This is an optimization exercise on Yosys and OpenROAD, whose aim is small area, not a production implementation. The RTL was checked by simulation tests, not by an equivalence proof against the original design.

maple:
==> flow/design.v (excerpt) <==
module complex_mult
#(
    parameter AWIDTH = 16,
    parameter BWIDTH = 16,
    parameter OUTWIDTH = 33
) (
    input  wire clk,
    input  wire [  AWIDTH-1:0] a_real,
    input  wire [  AWIDTH-1:0] a_imag,
    input  wire [  BWIDTH-1:0] b_real,
    input  wire [  BWIDTH-1:0] b_imag,
    input  wire                 valid,
    output wire [OUTWIDTH-1:0] z_real,
    output wire [OUTWIDTH-1:0] z_imag
);
  reg [15:0] ar1, ai1, br1, bi1;
  reg [15:0] ar2, ai2, br2, bi2;
  reg [15:0] ar3, ai3, br3, bi3;
  reg [15:0] ar4, ai4, br4, bi4;
  reg [15:0] ar5, ai5, br5, bi5;
  reg [15:0] ar6, ai6, br6;
  reg [16:0] ps1, ps2, ps3;
  reg [32:0] zr7, zi7;
  always @(posedge clk) begin
    if (valid) begin
      ar1 <= a_real; ai1 <= a_imag; br1 <= b_real; bi1 <= b_imag;
    end
  end
  always @(posedge clk) begin
    ar2 <= ar1; ai2 <= ai1; br2 <= br1; bi2 <= bi1;
    ar3 <= ar2; ai3 <= ai2; br3 <= br2; bi3 <= bi2;
    ar4 <= ar3; ai4 <= ai3; br4 <= br3; bi4 <= bi3;
    ar5 <= ar4; ai5 <= ai4; br5 <= br4; bi5 <= bi4;
  end
  wire pas1 = ar5[0] ^ ai5[0] ^ 1'b0;
  wire pac2 = (ar5[0] & ai5[0]) | (ar5[0] & 1'b0) | (ai5[0] & 1'b0);
  wire pas3 = ar5[1] ^ ai5[1] ^ pac2;
  wire pac4 = (ar5[1] & ai5[1]) | (ar5[1] & pac2) | (ai5[1] & pac2);
  wire pas5 = ar5[2] ^ ai5[2] ^ pac4;
  wire pac6 = (ar5[2] & ai5[2]) | (ar5[2] & pac4) | (ai5[2] & pac4);
  wire pas7 = ar5[3] ^ ai5[3] ^ pac6;
  wire pac8 = (ar5[3] & ai5[3]) | (ar5[3] & pac6) | (ai5[3] & pac6);
  wire pas9 = ar5[4] ^ ai5[4] ^ pac8;
  wire pac10 = (ar5[4] & ai5[4]) | (ar5[4] & pac8) | (ai5[4] & pac8);
  wire pas11 = ar5[5] ^ ai5[5] ^ pac10;
  wire pac12 = (ar5[5] & ai5[5]) | (ar5[5] & pac10) | (ai5[5] & pac10);
  wire pas13 = ar5[6] ^ ai5[6] ^ pac12;
  wire pac14 = (ar5[6] & ai5[6]) | (ar5[6] & pac12) | (ai5[6] & pac12);
  wire pas15 = ar5[7] ^ ai5[7] ^ pac14;
  wire pac16 = (ar5[7] & ai5[7]) | (ar5[7] & pac14) | (ai5[7] & pac14);
  wire pas17 = ar5[8] ^ ai5[8] ^ pac16;
  wire pac18 = (ar5[8] & ai5[8]) | (ar5[8] & pac16) | (ai5[8] & pac16);
  wire pas19 = ar5[9] ^ ai5[9] ^ pac18;
  ...
==> flow/config.mk <==
export PLATFORM = sky130hd
export DESIGN_NAME = complex_mult
export DESIGN_NICKNAME = complex_mult
export VERILOG_FILES = /design/flow/design.v
export SDC_FILE = /design/flow/constraint.sdc
export NUM_CORES = 4
export LEC_CHECK = 0
export ABC_AREA = 1
export CAP_MARGIN = 20
export CORE_MARGIN = 2
export CORE_UTILIZATION = 65
export CTS_BUF_LIST = sky130_fd_sc_hd__clkbuf_4
export SLEW_MARGIN = 20
==> flow/constraint.sdc <==
create_clock -name core_clock -period 7.0 [get_ports {clk}]
set_input_delay 1.4000 -clock core_clock [delete_from_list [all_inputs] [get_ports {clk}]]
set_output_delay 1.4000 -clock core_clock [all_outputs]
set_load 0.01 [all_outputs]
standard.sh (not shown) runs the stock make flow with config.mk's settings and CLKGATE_MAP_FILE= SYNTH_SCRIPT=/design/flow/synth_recipe.tcl, a recipe that flattens the netlist after the stock synthesis.
==> flow/flow/run.sh <==
#!/bin/bash
# Standard synthesis, then an inverter clean-up around full adders and XOR gates
# (flow/invopt.py), then the standard layout with 1x port buffers.
set -euo pipefail
R=orfs/results/${FLOW_PLATFORM}/complex_mult/base
bash standard.sh synth > synth.log 2>&1
cp $R/1_2_yosys.v $R/1_2_yosys_std.v
python3 flow/invopt.py $R/1_2_yosys_std.v $R/1_2_yosys.v downsize > invopt.log 2>&1
touch $R/1_2_yosys.v
bash standard.sh BUFFER_PORTS_ARGS="-buffer_cell sky130_fd_sc_hd__buf_1" finish > layout.log 2>&1
Other scripts of this flow, unchanged in this note and not shown: flow/flow/invopt.py
maple has completed all stages; timing, DRC and antenna checks passed.
Edits applied to the flow inputs when going from maple to garnet:
Settings: swapping 20 for 0 in SLEW_MARGIN; swapping 20 for 0 in CAP_MARGIN.
As far as aggregate global-route resource usage goes, maple and garnet are indistinguishable; the numbers are identical. Across garnet and maple, the outcome is the same: a clean finish for every run. Initial antenna violation count came out exactly the same in garnet and maple. Reported for garnet and maple, number of nets still failing antenna checks after routing turned out identical to the last digit. Reported for garnet and maple, horizontal die dimension turned out identical to the last digit. Comparing maple against garnet, there is no change at all in largest net degree at the start of global routing.

## sierra
complex_mult again, from the RTL that the note above started with.
export LEC_CHECK = 0
export ABC_AREA = 1
export CAP_MARGIN = 20
export CORE_MARGIN = 2
export CORE_UTILIZATION = 65
export CTS_BUF_LIST = sky130_fd_sc_hd__clkbuf_4
export SLEW_MARGIN = 20
create_clock -name core_clock -period 7.0 [get_ports {clk}]
==> flow/flow/run.sh <==
#!/bin/bash
# Standard synthesis, then an inverter clean-up around full adders and XOR gates
# (flow/invopt.py), then the standard layout with 1x port buffers.
set -euo pipefail
R=orfs/results/${FLOW_PLATFORM}/complex_mult/base
bash standard.sh synth > synth.log 2>&1
cp $R/1_2_yosys.v $R/1_2_yosys_std.v
python3 flow/invopt.py $R/1_2_yosys_std.v $R/1_2_yosys.v > invopt.log 2>&1
touch $R/1_2_yosys.v
bash standard.sh BUFFER_PORTS_ARGS="-buffer_cell sky130_fd_sc_hd__buf_1" finish > layout.log 2>&1
Other scripts of this flow, unchanged in this note and not shown: flow/flow/invopt.py
sierra finished every step from synthesis to the final layout, and the layout passed the timing, DRC and antenna checks.
Here is what was changed in the inputs of yarrow compared with sierra.
diff --git a/flow/flow/run.sh b/flow/flow/run.sh
--- a/flow/flow/run.sh
+++ b/flow/flow/run.sh
@@ -8,3 +8,3 @@
 python3 flow/invopt.py $R/1_2_yosys_std.v $R/1_2_yosys.v > invopt.log 2>&1
 touch $R/1_2_yosys.v
-bash standard.sh BUFFER_PORTS_ARGS="-buffer_cell sky130_fd_sc_hd__buf_1" finish > layout.log 2>&1
+bash standard.sh BUFFER_PORTS_ARGS="-buffer_cell sky130_fd_sc_hd__buf_1" "CTS_ARGS=-sink_clustering_enable -repair_clock_nets -dont_use_dummy_load -buf_list sky130_fd_sc_hd__clkbuf_8 -sink_clustering_size 14 -sink_clustering_max_diameter 60" finish > layout.log 2>&1
==> comparison <==
- Taking sierra as the reference point, the global-route usage of yarrow falls by 0.47 points.
- Clock skew for yarrow: 11 ps down relative to sierra
- yarrow and sierra ended up with nearly the same fmax.
- yarrow does worse than sierra on remaining max-slew budget at the tightest pin.
- Cmp yarrow vs sierra: final area lower in yarrow
- yarrow ends up with lower setup slack than sierra does.
- Wire length of the first global-routing pass went down slightly going from sierra to yarrow.
- Cmp yarrow and sierra / met3 usage / higher: sierra
For harbor, these inputs were changed with respect to yarrow:
==> flow/flow/run.sh <==
#!/bin/bash
# Standard synthesis, then an inverter clean-up around full adders and XOR gates
# (flow/invopt.py), then the standard layout with 1x port buffers.
set -euo pipefail
R=orfs/results/${FLOW_PLATFORM}/complex_mult/base
bash standard.sh synth > synth.log 2>&1
cp $R/1_2_yosys.v $R/1_2_yosys_std.v
python3 flow/invopt.py $R/1_2_yosys_std.v $R/1_2_yosys.v > invopt.log 2>&1
touch $R/1_2_yosys.v
bash standard.sh BUFFER_PORTS_ARGS="-buffer_cell sky130_fd_sc_hd__buf_1" "CTS_ARGS=-sink_clustering_enable -repair_clock_nets -dont_use_dummy_load -buf_list sky130_fd_sc_hd__clkbuf_4 -sink_clustering_size 10 -sink_clustering_max_diameter 50" finish > layout.log 2>&1
--- outcome ---
Higher final critical-path share of the clock period goes to harbor over yarrow.
Compared with yarrow, harbor shows final standard cell count with taps included and fillers excluded that has gone up slightly.
Summary of the comparison: worst hold slack is lower in harbor, relative to yarrow.
Relative to yarrow, worst-case clock skew increased by 47 ps in harbor.
The clock sink total on harbor is in line with that on yarrow.
Delta (harbor minus yarrow): wire length stayed essentially flat, global-route total usage across every layer saw little to no change.
Compared with yarrow, placement density in the core of harbor is lower.

complex_mult, a different RTL version from the one above (not shown whole).
clock: 7.0 ns
lec_check: 0
abc_area: 1
cap_margin: 20
core_margin: 2
core_utilization: 65
cts_buf_list: sky130_fd_sc_hd__clkbuf_4
slew_margin: 20
==> flow/flow/run.sh <==
#!/bin/bash
# Standard synthesis, then an inverter clean-up around full adders and XOR gates
# (flow/invopt.py), then the standard layout with 1x port buffers.
set -euo pipefail
R=orfs/results/${FLOW_PLATFORM}/complex_mult/base
bash standard.sh synth > synth.log 2>&1
cp $R/1_2_yosys.v $R/1_2_yosys_std.v
python3 flow/invopt.py $R/1_2_yosys_std.v $R/1_2_yosys.v > invopt.log 2>&1
touch $R/1_2_yosys.v
bash standard.sh BUFFER_PORTS_ARGS="-buffer_cell sky130_fd_sc_hd__buf_1" "CTS_ARGS=-sink_clustering_enable -repair_clock_nets -dont_use_dummy_load -buf_list sky130_fd_sc_hd__clkbuf_4 -sink_clustering_size 10 -sink_clustering_max_diameter 50" "GLOBAL_PLACEMENT_ARGS=-timing_driven_repair_tns_end_percent 0" finish > layout.log 2>&1
==> flow/flow/invopt.py <==
#!/usr/bin/env python3
"""Remove inverters around full adders and XOR gates in a flat sky130 Yosys netlist.

A full adder is self-dual: FA(~a,~b,~c) = (~sum, ~cout), so each fa cell may be
flipped (all its pins complemented) without changing the logic.  An XOR gate can
absorb an inversion on any input or on its output by swapping xor2 <-> xnor2.
A greedy search picks flips that minimise the inverters needed; the netlist is
then rewritten with at most one inverter per signal whose complement is used.
Registers and every other cell are kept as they are.
usage: invopt2.py in.v out.v
"""
import re, sys, random
from collections import defaultdict

P = 'sky130_fd_sc_hd__'
INV = {P + 'inv_1', P + 'inv_2', P + 'clkinv_1'}
FA = {P + 'fa_1', P + 'fa_2', P + 'fa_4'}
XOR = {P + 'xor2_1': (P + 'xor2_1', P + 'xnor2_1', 0), P + 'xnor2_1': (P + 'xor2_1', P + 'xnor2_1', 1),
       P + 'xor2_2': (P + 'xor2_2', P + 'xnor2_2', 0), P + 'xnor2_2': (P + 'xor2_2', P + 'xnor2_2', 1),
       P + 'xor3_1': (P + 'xor3_1', P + 'xnor3_1', 0), P + 'xnor3_1': (P + 'xor3_1', P + 'xnor3_1', 1)}
OUTPINS = {'X', 'Y', 'Q', 'Q_N', 'SUM', 'COUT', 'HI', 'LO'}

src = open(sys.argv[1]).read()
mod = re.search(r'^(module\s+\w+\s*\(.*?\);)(.*)^(endmodule)', src, re.S | re.M)
pre, head, body, tail = src[:mod.start()], mod.group(1), mod.group(2), src[mod.start(3):]

cell_re = re.compile(r'^\s*(sky130_fd_sc_hd__\w+)\s+(\\\S+|\S+)\s*\((.*?)\);\n?', re.S | re.M)
pin_re = re.compile(r'\.(\w+)\(\s*(\\\S+\s|[^()\s]+)\s*\)')
cells = []
for mm in cell_re.finditer(body):
    typ, name, pins = mm.groups()
    pm = {p: n.strip() for p, n in pin_re.findall(pins)}
    cells.append([typ, name, pm])
rest = cell_re.sub('', body)

def q(n):
    return n + ' ' if n.startswith('\\') else n

protected = set()   # nets named in assigns or ports: their polarity is fixed
for a in re.findall(r'assign\s+(.*?);', rest, re.S):
    for tok in re.findall(r'\\\S+|[A-Za-z_][\w$]*(?:\[\d+\])?', a):
        protected.add(tok)
ports = set()
for d in re.findall(r'^\s*(?:input|output)\b([^;]*);', rest, re.M):
    for tok in re.findall(r'[A-Za-z_]\w*', d.split(']')[-1]):
        ports.add(tok)
def is_port_net(n):
    return n.split('[')[0] in ports or n in protected

drv = {}
for i, (typ, name, pm) in enumerate(cells):
    for p, n in pm.items():
        if p in OUTPINS:
            drv[n] = i
isinv = [c[0] in INV for c in cells]
isfa = [c[0] in FA for c in cells]
isxor = [c[0] in XOR for c in cells]

def resolve(n):
    i = drv.get(n)
    if i is not None and isinv[i] and not is_port_net(n):
        return cells[i][2]['A'], 1
    return n, 0

# loads of each base signal: (cell, pin, w0); w0 = 1 if it currently reads the complement
loads = defaultdict(list)
for i, (typ, name, pm) in enumerate(cells):
    if isinv[i] and not is_port_net(pm['Y']):
        continue
    for p, n in pm.items():
        if p in OUTPINS:
            continue
        b, w = resolve(n)
        loads[b].append((i, p, w))

flip = [0] * len(cells)       # FA: all pins complemented; XOR: output complemented
pinned = set()
for i, (typ, name, pm) in enumerate(cells):
    if isfa[i] or isxor[i]:
        for p, n in pm.items():
            if p in OUTPINS and is_port_net(n):
                pinned.add(i)

def dpol(b):
    i = drv.get(b)
    return flip[i] if i is not None and (isfa[i] or isxor[i]) else 0

def need(b):
    d = dpol(b)
    for (i, p, w) in loads[b]:
        if isxor[i]:
            continue
        wf = w ^ (flip[i] if isfa[i] else 0)
        if wf != d:
            return 1
    return 0

touch = defaultdict(set)
for b, ls in loads.items():
    for (i, p, w) in ls:
        touch[i].add(b)
for b in loads:
    i = drv.get(b)
    if i is not None:
        touch[i].add(b)

before = sum(need(b) for b in loads)
cand = [i for i in range(len(cells)) if (isfa[i] or isxor[i]) and i not in pinned]
best_flip, best = list(flip), before
random.seed(1)
for restart in range(int(sys.argv[3]) if len(sys.argv) > 3 else 8):
    if restart:
        flip = list(best_flip)
        for i in random.sample(cand, len(cand) // 10):
            flip[i] ^= 1
    changed = True
    while changed:
        changed = False
        order = cand[:]
        random.shuffle(order)
        for i in order:
            bs = touch[i]
            c0 = sum(need(b) for b in bs)
            flip[i] ^= 1
            c1 = sum(need(b) for b in bs)
            if c1 < c0 or (c1 == c0 and random.random() < 0.3):
                changed = changed or c1 < c0
            else:
                flip[i] ^= 1
    tot = sum(need(b) for b in loads)
    if tot < best:
        best, best_flip = tot, list(flip)
flip = best_flip
print(f'inverters: {sum(isinv)} in netlist, {before} signals needing a complement -> {best}', file=sys.stderr)

# rewrite
compl = {}
newcells = []
def comp_net(b):
    if b not in compl:
        nm = f'_invopt_{len(compl)}_'
        compl[b] = nm
        newcells.append((P + 'inv_1', nm + 'i', {'A': b, 'Y': nm}))
    return compl[b]

out = []
for i, (typ, name, pm) in enumerate(cells):
    if isinv[i] and not is_port_net(pm['Y']):
        continue
    npm = {}
    par = 0
    for p, n in pm.items():
        if p in OUTPINS:
            npm[p] = n
            continue
        b, w = resolve(n)
        d = dpol(b)
        if isxor[i]:
            npm[p] = b
            par ^= w ^ d          # reads b^d physically, wanted b^w
        else:
            wf = w ^ (flip[i] if isfa[i] else 0)
            npm[p] = b if wf == d else comp_net(b)
    if isxor[i]:
        xt, xnt, inv0 = XOR[typ]
        # wanted out = xor(inputs wanted) ^ inv0; physical output = wanted ^ flip
        typ = xnt if (inv0 ^ par ^ flip[i]) else xt
        opin = 'Y' if 'xnor2' in typ else 'X'
        onet = npm.pop('X', None) or npm.pop('Y')
        npm[opin] = onet
    out.append((typ, name, npm))

lines = [f'  wire {n};' for n in compl.values()]
for typ, name, pm in newcells + out:
    pins = ', '.join(f'.{p}({q(n)})' for p, n in pm.items())
    lines.append(f'  {typ} {q(name)} ({pins});')
open(sys.argv[2], 'w').write(pre + head + rest + '\n'.join(lines) + '\n' + tail)
The starting point ran to the end with no violations.
Next try:
==> flow/flow/run.sh (replaced) <==
#!/bin/bash
# Standard synthesis, then an inverter clean-up around full adders and XOR gates
# (flow/invopt.py), then the standard layout with 1x port buffers.
set -euo pipefail
R=orfs/results/${FLOW_PLATFORM}/complex_mult/base
bash standard.sh synth > synth.log 2>&1
cp $R/1_2_yosys.v $R/1_2_yosys_std.v
python3 flow/invopt.py $R/1_2_yosys_std.v $R/1_2_yosys.v > invopt.log 2>&1
touch $R/1_2_yosys.v
bash standard.sh BUFFER_PORTS_ARGS="-buffer_cell sky130_fd_sc_hd__buf_1" "CTS_ARGS=-sink_clustering_enable -repair_clock_nets -dont_use_dummy_load -buf_list sky130_fd_sc_hd__clkbuf_4 -sink_clustering_size 12 -sink_clustering_max_diameter 45" finish > layout.log 2>&1
Outcome: The new run completed with no timing, DRC or antenna violations. Count of clock-buffer cells in the layout shrinks by 4. Final cell count stays flat. Global-route usage barely changes.
Next try:
==> flow/flow/run.sh (replaced) <==
#!/bin/bash
# Standard synthesis, then an inverter clean-up around full adders and XOR gates
# (flow/invopt.py), then the standard layout with 1x port buffers.
set -euo pipefail
R=orfs/results/${FLOW_PLATFORM}/complex_mult/base
bash standard.sh synth > synth.log 2>&1
cp $R/1_2_yosys.v $R/1_2_yosys_std.v
python3 flow/invopt.py $R/1_2_yosys_std.v $R/1_2_yosys.v > invopt.log 2>&1
touch $R/1_2_yosys.v
bash standard.sh BUFFER_PORTS_ARGS="-buffer_cell sky130_fd_sc_hd__buf_1" "CTS_ARGS=-sink_clustering_enable -repair_clock_nets -dont_use_dummy_load -buf_list sky130_fd_sc_hd__clkbuf_4 -sink_clustering_size 10 -sink_clustering_max_diameter 50" finish > layout.log 2>&1
Settings changed: CORE_UTILIZATION 65 to 58, PLACE_DENSITY from default to 0.6.
What happened:
- sequential share of layout area drops by 0.22 points
- hold slack is about the same
- clock skew climbs by 0.034 ns
- critical path depth drops by 1
- setup slack gets worse by 0.043 ns
- synthesized cell count is unchanged
- final cell count climbs by a few percent
- register-to-register slack gets worse by 0.04 ns
- non-clock buffer count climbs by 10
Next try:
--- a/flow/flow/invopt.py
+++ b/flow/flow/invopt.py
@@ -5,8 +5,8 @@
 flipped (all its pins complemented) without changing the logic.  An XOR gate can
 absorb an inversion on any input or on its output by swapping xor2 <-> xnor2.
-A greedy search picks flips that minimise the inverters needed; the netlist is
+Simulated annealing picks flips that minimise the inverters needed; the netlist is
 then rewritten with at most one inverter per signal whose complement is used.
 Registers and every other cell are kept as they are.
-usage: invopt2.py in.v out.v
+usage: invopt.py in.v out.v [unused] [annealing steps]
 """
 import re, sys, random
@@ -109,26 +109,39 @@
 best_flip, best = list(flip), before
 random.seed(1)
-for restart in range(int(sys.argv[3]) if len(sys.argv) > 3 else 8):
-    if restart:
-        flip = list(best_flip)
-        for i in random.sample(cand, len(cand) // 10):
+import math
+cur = before
+# simulated annealing over flips with the exact inverter count
+T = 2.0
+steps = int(sys.argv[4]) if len(sys.argv) > 4 else 2000000
+for k in range(steps):
+    i = random.choice(cand)
+    bs = touch[i]
+    c0 = sum(need(b) for b in bs)
+    flip[i] ^= 1
+    c1 = sum(need(b) for b in bs)
+    d = c1 - c0
+    if d <= 0 or random.random() < math.exp(-d / T):
+        cur += d
+        if cur < best:
+            best, best_flip = cur, list(flip)
+    else:
+        flip[i] ^= 1
+    T = max(0.05, 2.0 * (1 - k / steps))
+# final greedy polish
+flip = list(best_flip)
+changed = True
+while changed:
+    changed = False
+    for i in cand:
+        bs = touch[i]
+        c0 = sum(need(b) for b in bs)
+        flip[i] ^= 1
+        c1 = sum(need(b) for b in bs)
+        if c1 < c0:
+            changed = True
+        else:
             flip[i] ^= 1
-    changed = True
-    while changed:
-        changed = False
-        order = cand[:]
-        random.shuffle(order)
-        for i in order:
-            bs = touch[i]
-            c0 = sum(need(b) for b in bs)
-            flip[i] ^= 1
-            c1 = sum(need(b) for b in bs)
-            if c1 < c0 or (c1 == c0 and random.random() < 0.3):
-                changed = changed or c1 < c0
-            else:
-                flip[i] ^= 1
-    tot = sum(need(b) for b in loads)
-    if tot < best:
-        best, best_flip = tot, list(flip)
+best_flip = list(flip)
+best = sum(need(b) for b in loads)
 flip = best_flip
 print(f'inverters: {sum(isinv)} in netlist, {before} signals needing a complement -> {best}', file=sys.stderr)
Settings changed: CORE_UTILIZATION 58 to 65, PLACE_DENSITY 0.6 to 0.72.
Worst setup slack gains 0.031 ns.
Global-route usage increases by 2.6 points.
Die area went down by roughly a tenth.
Next try:
Settings changed: PLACE_DENSITY 0.72 to 0.8.
The changed run finished with timing, DRC and antenna clean.
Setup slack is better by 0.022 ns.
Design area barely changes.
Cell count barely changes.
Non-clock buffer count falls by 3.
Critical path depth rises by 7.
Global-route usage barely changes.
Next try:
--- a/flow/flow/invopt.py
+++ b/flow/flow/invopt.py
@@ -7,4 +7,5 @@
 Simulated annealing picks flips that minimise the inverters needed; the netlist is
 then rewritten with at most one inverter per signal whose complement is used.
+A half adder whose output is used only complemented is split into two gates.
 Registers and every other cell are kept as they are.
 usage: invopt.py in.v out.v [unused] [annealing steps]
@@ -184,4 +185,40 @@
     out.append((typ, name, npm))
 
+# A half adder whose sum or carry is used only complemented is split into an
+# XOR/XNOR gate and an AND/NAND gate, which drops the inverter at no extra area.
+direct = defaultdict(int)
+for typ, name, pm in out:
+    for p, n in pm.items():
+        if p not in OUTPINS:
+            direct[n] += 1
+inv_of = {b: c for b, c in compl.items()}
+dropped = set()
+split = []
+nsplit = 0
+for k, (typ, name, pm) in enumerate(out):
+    if typ != P + 'ha_1':
+        continue
+    sn, cn = pm['SUM'], pm['COUT']
+    s_only = sn in inv_of and direct[sn] == 0 and not is_port_net(sn)
+    c_only = cn in inv_of and direct[cn] == 0 and not is_port_net(cn)
+    if not (s_only or c_only):
+        continue
+    nsplit += 1
+    a, b = pm['A'], pm['B']
+    if s_only:
+        split.append((P + 'xnor2_1', f'_haopt_{nsplit}_s', {'A': a, 'B': b, 'Y': inv_of[sn]}))
+        dropped.add(sn)
+    else:
+        split.append((P + 'xor2_1', f'_haopt_{nsplit}_s', {'A': a, 'B': b, 'X': sn}))
+    if c_only:
+        split.append((P + 'nand2_1', f'_haopt_{nsplit}_c', {'A': a, 'B': b, 'Y': inv_of[cn]}))
+        dropped.add(cn)
+    else:
+        split.append((P + 'and2_1', f'_haopt_{nsplit}_c', {'A': a, 'B': b, 'X': cn}))
+    out[k] = None
+out = [c for c in out if c is not None] + split
+newcells = [c for c in newcells if c[2]['A'] not in dropped]
+print(f'split {nsplit} half adders, dropped {len(dropped)} inverters', file=sys.stderr)
+
 lines = [f'  wire {n};' for n in compl.values()]
 for typ, name, pm in newcells + out:
Settings changed: PLACE_DENSITY 0.8 to 0.72.
The changed run finished clean.
Utilization falls by 0.10 points.
Setup slack got worse by 0.065 ns.
Flip-flop and latch count does not change.
Design area falls slightly.
Area after synthesis falls slightly.

## port drivers added, routing unchanged
How much do the figures lean on ideal ports? The routed layouts below were timed once more, with nothing changed but the port constraints.
Step 1 assumes that a clkbuf_16 drives the clock port and a buf_2 every other input.
Step 2 also shifts input and output timing later by t, the mid clock arrival at the registers, as if the neighbouring blocks saw the same clock.
Three values: ideal, step 1, step 2; two values: the first two.
run	shift t [ns]	setup slack, ns	worst hold slack (ns)	worst setup path at the end	worst slew at a driven data input, ns
maple	0.895	0.255 / 0.255 / 0.255	0.268 / 0.268 / 0.268	register to register	0.05
garnet	0.895	0.255 / 0.255 / 0.255	0.268 / 0.268 / 0.268	register to register	0.05
sierra	0.904	0.325 / 0.325 / 0.325	0.261 / 0.261 / 0.261	register to register	0.05
yarrow	0.653	0.314 / 0.314 / 0.314	0.320 / 0.320 / 0.320	register to register	0.05
harbor	0.839	0.285 / 0.285 / 0.285	0.277 / 0.277 / 0.277	register to register	0.05
the first run of note 3	0.865	0.190 / 0.190 / 0.190	0.251 / 0.251 / 0.251	register to register	0.04
the second run of note 3	0.864	0.185 / 0.185 / 0.185	0.262 / 0.262 / 0.262	register to register	0.04
the third run of note 3	0.860	0.142 / 0.142 / 0.142	0.262 / 0.262 / 0.262	register to register	0.06
the fourth run of note 3	0.855	0.173 / 0.173 / 0.173	0.194 / 0.194 / 0.194	register to register	0.06
the fifth run of note 3	0.846	0.195 / 0.195 / 0.195	0.269 / 0.269 / 0.269	register to register	0.05
the sixth run of note 3	0.841	0.130 / 0.130 / 0.130	0.279 / 0.279 / 0.279	register to register	0.06
After both steps setup and hold are still met in every run listed.
